Context: an optimization exercise on an open-source flow, tuned for small area, a short achievable clock period and few clock cycles. The choices shown serve that exercise and are no tape-out recipe.
Only simulation tests tie the RTL to the original design; equivalence was not proved.
Power and IR drop assume default switching activity.

==> flow/design.v <==
module chip #(
    parameter int IN_BYTES  = 7,
    parameter int OUT_BYTES = 6
)(
    input wire clk,
    input wire rst_n,
    input wire in_valid,
    output reg in_ready,
    input  wire [7:0] in_data,
    output reg out_valid,
    input wire out_ready,
    output reg [7:0] out_data
);
    function automatic [7:0] crc8_upd(input [7:0] c, input [7:0] b);
        reg [7:0] t;
        integer i;
        begin
            t = c ^ b;
            for (i = 0; i < 8; i = i + 1)
                t = t[7] ? ((t << 1) ^ 8'h07) : (t << 1);
            crc8_upd = t;
        end
    endfunction
    function automatic [3:0] msb10(input [9:0] v);
        integer j;
        begin
            msb10 = 0;
            for (j = 0; j < 10; j = j + 1)
                if (v[j]) msb10 = j[3:0];
        end
    endfunction
    reg [2:0] icnt;      
    reg [7:0] din;       
    reg       acc_r;     
    reg [7:0] P;         
    reg       sg;        
    reg       dv;        
    reg       dfirst;    
    reg [9:0] S;         
    reg [7:0] Y;         
    reg [7:0] Z;         
    reg [7:0] crc_i;     
    reg       pok;       
    reg       full;      
    localparam [2:0] O_LOAD = 3'd0, O_B0 = 3'd1, O_B1 = 3'd2, O_B2 = 3'd3,
                     O_B3 = 3'd4, O_B4 = 3'd5, O_B5 = 3'd6, O_IDLE = 3'd7;
    reg [2:0] ost;
    reg       lat;       
    reg [3:0] sh;
    reg       ok;
    reg [7:0] crc_o;     
    wire accept = in_valid & in_ready;
    wire ovalid = (ost != O_LOAD) && (ost != O_IDLE);    
    wire fire   = ovalid & out_ready;
    wire k0   = (icnt == 3'd1);
    wire k1   = (icnt == 3'd2);
    wire k4   = (icnt == 3'd5);
    wire k5   = (icnt == 3'd6);
    wire k6   = (icnt == 3'd0);
    wire kodd = (icnt == 3'd2) || (icnt == 3'd4) || (icnt == 3'd6);
    wire       zpair = k5;
    wire [8:0] tsum  = {P[7], P} + {~din[7], ~din} + {8'd0, ~zpair};
    wire [8:0] dnew  = tsum ^ {9{zpair}};
    wire [9:0] s_base = dfirst ? 10'd0 : S;
    wire [9:0] s_new  = s_base + {2'b00, P ^ {8{sg}}} + {9'd0, sg};
    wire [7:0] crc_i_new = crc8_upd(k0 ? 8'h00 : crc_i, din);
    wire       proc6     = acc_r && k6;
    wire ost_end  = ost[2] & ost[1];                        
    wire latch_ok = full && !lat && ost_end;
    wire go       = (lat || latch_ok) && (ost == O_IDLE || (ost == O_B5 && out_ready));
    wire       use_z = ~ost[2] & ost[1];                    
    wire       hi    = ~ost[2] & ~ost[0];                   
    wire [7:0] v     = use_z ? Z : Y;
    wire [16:0] lsrc = {v[7], v, 8'h00};
    wire [16:0] lres = lsrc >> sh;
    wire        hbit = (sh[3] | (sh[2:0] == 3'd7)) ? v[7] : v[sh[2:0]];
    wire [7:0]  vbyte = ~ok ? 8'h00 : hi ? {{7{v[7]}}, hbit} : lres[7:0];
    wire [7:0]  crc_o_new = crc8_upd((ost == O_LOAD) ? 8'h00 : crc_o, vbyte);
    wire [2:0] icnt_inc = (icnt == 3'd6) ? 3'd0 : icnt + 3'd1;
    wire [2:0] icnt_n   = accept ? icnt_inc : icnt;
    wire       full_n   = (full & ~latch_ok) | proc6;
    wire       lat_n    = (lat | latch_ok) & ~go;
    wire [2:0] ost_n    = go ? O_LOAD : (ost == O_LOAD || fire) ? ost + 3'd1 : ost;
    wire on_byte  = (icnt == 3'd1) || (icnt == 3'd4) || (icnt == 3'd6);    
    wire pre_byte = (icnt == 3'd0) || (icnt == 3'd3) || (icnt == 3'd5);    
    wire t1 = (icnt == 3'd0) || (icnt == 3'd1);
    wire t4 = (icnt == 3'd3) || (icnt == 3'd4);
    wire       go0    = (lat || latch_ok) && (ost == O_IDLE);
    wire       go1    = (lat || latch_ok) && ost_end;
    wire       lat_n0 = (lat | latch_ok) & ~go0;
    wire       lat_n1 = (lat | latch_ok) & ~go1;
    wire [2:0] ost_n0 = go0 ? O_LOAD : (ost == O_LOAD) ? O_B0 : ost;
    wire [2:0] ost_n1 = go1 ? O_LOAD : (ost == O_LOAD || ovalid) ? ost + 3'd1 : ost;
    function automatic cond(input ty1, input ty4, input fl, input lt, input [2:0] os);
        if (ty1)      cond = ~fl | (~lt & os[2] & os[1]);    
        else if (ty4) cond = ~lt & (os[2] | os[1]);           
        else          cond = ~lt & os[2];                     
    endfunction
    wire c0 = cond(t1, t4, full_n, lat_n0, ost_n0);
    wire c1 = cond(t1, t4, full_n, lat_n1, ost_n1);
    wire c  = out_ready ? c1 : c0;
    wire ready_n = c | ~(on_byte | pre_byte) | (on_byte & accept) | (pre_byte & ~accept);
    always @(posedge clk) begin
        din <= in_data;
        if (!rst_n) begin
            icnt      <= 3'd0;
            acc_r     <= 1'b0;
            dv        <= 1'b0;
            full      <= 1'b0;
            lat       <= 1'b0;
            ost       <= O_IDLE;
            out_valid <= 1'b0;
            in_ready  <= 1'b1;
        end else begin
            icnt     <= icnt_n;
            acc_r    <= accept;
            full     <= full_n;
            lat      <= lat_n;
            ost      <= ost_n;
            in_ready <= ready_n;
            dv       <= acc_r & kodd;
            if (ost == O_LOAD) out_valid <= 1'b1;
            else if (fire && ost == O_B5) out_valid <= 1'b0;
        end
        if (acc_r) begin
            crc_i <= crc_i_new;
            if (k6) pok <= (crc_i_new == 8'h00);
            if (kodd) begin
                P      <= dnew[7:0];
                sg     <= dnew[8];
                dfirst <= k1;
            end else begin
                P      <= din;
            end
            if (k4) Y <= P;
            if (k6) Z <= P;
        end
        if (dv) S <= s_new;
        if (latch_ok) begin
            sh <= msb10(S);
            ok <= pok;
        end
        if (ost == O_LOAD) begin
            out_data <= vbyte;
            crc_o    <= crc_o_new;
        end else if (fire) begin
            case (ost)
                O_B0, O_B1, O_B2: out_data <= vbyte;
                O_B3:             out_data <= crc_o;
                O_B4:             out_data <= ok ? 8'h01 : 8'h02;
                default:          ;
            endcase
            if (ost == O_B0 || ost == O_B1 || ost == O_B2) crc_o <= crc_o_new;
        end
    end
endmodule
Settings: LEC_CHECK=0, CAP_MARGIN=20, CORE_MARGIN=2, CORE_UTILIZATION=55, CTS_BUF_LIST=sky130_fd_sc_hd__clkbuf_4 sky130_fd_sc_hd__clkbuf_8, PLACE_DENSITY=0.75, SLEW_MARGIN=20; clock period 10.0 ns.
standard.sh (not shown) runs the stock make flow with config.mk's settings and CLKGATE_MAP_FILE= SYNTH_SCRIPT=/design/flow/synth_recipe.tcl, a recipe that flattens the netlist after the stock synthesis.
==> flow/flow/run.sh <==
#!/bin/bash
# Standard ORFS layout (the standard.sh: unchanged synthesis, floorplan,
# power grid, placement, CTS and routing) with a tighter setup target for the
# timing repair steps, so that the resizer also shortens paths that already
# meet the 10 ns clock. The constraints (constraint.sdc) are not changed.
# make's full output goes to standard_make.log; each ORFS step keeps its own
# log under orfs/logs/.
set -euo pipefail
bash standard.sh SETUP_SLACK_MARGIN=7.0 "BUFFER_PORTS_ARGS=-buffer_cell sky130_fd_sc_hd__buf_1" "CTS_ARGS=-sink_clustering_enable -repair_clock_nets -dont_use_dummy_load -buf_list {sky130_fd_sc_hd__clkbuf_4 sky130_fd_sc_hd__clkbuf_8}" finish > standard_make.log 2>&1
The baseline went through all stages and came out clean.
Testbench counts at the start, summed over its fixed seeds: cycles 2,760.
Edit:
--- a/flow/flow/run.sh
+++ b/flow/flow/run.sh
@@ -8,2 +8,2 @@
 set -euo pipefail
-bash standard.sh SETUP_SLACK_MARGIN=7.0 "BUFFER_PORTS_ARGS=-buffer_cell sky130_fd_sc_hd__buf_1" "CTS_ARGS=-sink_clustering_enable -repair_clock_nets -dont_use_dummy_load -buf_list {sky130_fd_sc_hd__clkbuf_4 sky130_fd_sc_hd__clkbuf_8}" finish > standard_make.log 2>&1
+bash standard.sh SETUP_SLACK_MARGIN=7.3 "BUFFER_PORTS_ARGS=-buffer_cell sky130_fd_sc_hd__buf_1" "CTS_ARGS=-sink_clustering_enable -repair_clock_nets -dont_use_dummy_load -buf_list {sky130_fd_sc_hd__clkbuf_4 sky130_fd_sc_hd__clkbuf_8}" finish > standard_make.log 2>&1
Settings changed: CORE_UTILIZATION 55 to 65.
Outcome:
- final cell count came out lower by about 1.3%
- via count came out higher by about 4.5%
- worst setup slack gains 0.070 ns
- wire length came out higher by 7.4%
- flip-flop and latch count is unchanged
- register-to-register slack gains 0.18 ns
- sequential power came out lower by about 0.8%
- cell area came out higher by 4.5%
- die area came out lower by about 15%
- power came out higher by 5.8%
- clock skew came out higher by 0.0093 ns
Edit:
==> flow/flow/run.sh (replaced) <==
#!/bin/bash
# Layout flow: the standard layout (standard.sh, which runs ORFS with the
# unchanged standard synthesis, floorplan, power grid and tap cells, placement,
# CTS and routing at the design's clock and constraints) with three changes to
# how the layout is made:
#   - the timing-repair steps aim at 7.1 ns of setup slack instead of 0, so the
#     resizer also shortens paths that already meet the 10 ns clock (the
#     constraints in constraint.sdc are not changed);
#   - the buffer that ORFS puts on every input and output port starts as
#     buf_1, which the resizer sizes up where timing needs it;
#   - clock tree synthesis uses clkbuf_4/clkbuf_8 and adds no dummy loads.
# make's full output goes to standard_make.log; each ORFS step keeps its own
# log under orfs/logs/.
set -euo pipefail
bash standard.sh \
    SETUP_SLACK_MARGIN=7.1 \
    "BUFFER_PORTS_ARGS=-buffer_cell sky130_fd_sc_hd__buf_1" \
    "CTS_ARGS=-sink_clustering_enable -repair_clock_nets -dont_use_dummy_load -buf_list {sky130_fd_sc_hd__clkbuf_4 sky130_fd_sc_hd__clkbuf_8}" \
    finish > standard_make.log 2>&1
Settings changed: CORE_UTILIZATION 65 to 55, PLACE_DENSITY 0.75 to 0.65.
Via count falls by 3.5%.
Wire length shrinks by 3.6%.
Count of clock-buffer cells in the layout is unchanged.
Die area came out higher by 17%.
Power fell by 4.3%.
Global-route usage goes down by 4.0 points.
Cell area is lower by 3.5%.
Edit:
==> flow/flow/run.sh (replaced) <==
#!/bin/bash
# Standard ORFS layout (the standard.sh: unchanged synthesis, floorplan,
# power grid, placement, CTS and routing) with a tighter setup target for the
# timing repair steps, so that the resizer also shortens paths that already
# meet the 10 ns clock. The constraints (constraint.sdc) are not changed.
# make's full output goes to standard_make.log; each ORFS step keeps its own
# log under orfs/logs/.
set -euo pipefail
bash standard.sh SETUP_SLACK_MARGIN=7.0 "BUFFER_PORTS_ARGS=-buffer_cell sky130_fd_sc_hd__buf_1" "CTS_ARGS=-sink_clustering_enable -repair_clock_nets -dont_use_dummy_load -buf_list {sky130_fd_sc_hd__clkbuf_4 sky130_fd_sc_hd__clkbuf_8}" finish > standard_make.log 2>&1
Settings changed: CORE_UTILIZATION 55 to 65, GPL_TIMING_DRIVEN from default to 0, PLACE_DENSITY 0.65 to 0.75.
=>
- design area stays flat
- die area decreases by 15%
- utilization came out higher by 11 points
- synthesized cell count stays the same
- setup slack gets worse by 0.12 ns
- routed wire length climbs by 2.0%
- sequential share of layout area stays flat
- critical path depth increases by 3
- global-route usage increases by 4.1 points
- fmax falls by 4.1%

==> port drivers added, routing unchanged <==
The flow's constraints put no driver on any port. The routed layouts listed below were extracted and timed again, unchanged, in two steps.
Step 1 sets driving cells, clkbuf_16 on the clock port and buf_2 on the other inputs (assumed; they add their load-dependent delay and slew).
Step 2 moves the port delays by t, midway between the first and last clock arrival at a register: inputs arrive t later, outputs are due t later. That takes back most of the time a late clock gives input paths.
Slacks: no drivers / after step 1 / after step 2; pairs: no drivers / after step 1.
| run | shift t [ns] | slack for setup (ns) | clock arrival spread, ns | cell pins on the clock port's net |
|---|---|---|---|---|
| the first run | 0.366 | 7.089 / 7.055 / 6.812 | 0.020 / 0.021 | 1 |
| the second run | 0.378 | 7.159 / 7.125 / 6.984 | 0.030 / 0.031 | 1 |
| the third run | 0.377 | 7.174 / 7.141 / 6.849 | 0.017 / 0.018 | 1 |
| the fourth run | 0.378 | 7.054 / 7.063 / 6.685 | 0.020 / 0.020 | 1 |
After both steps setup and hold are still met in every run listed. The setup slack of the fourth run, which loses most, moves by +0.009 ns with the drivers and by -0.369 ns with both steps.
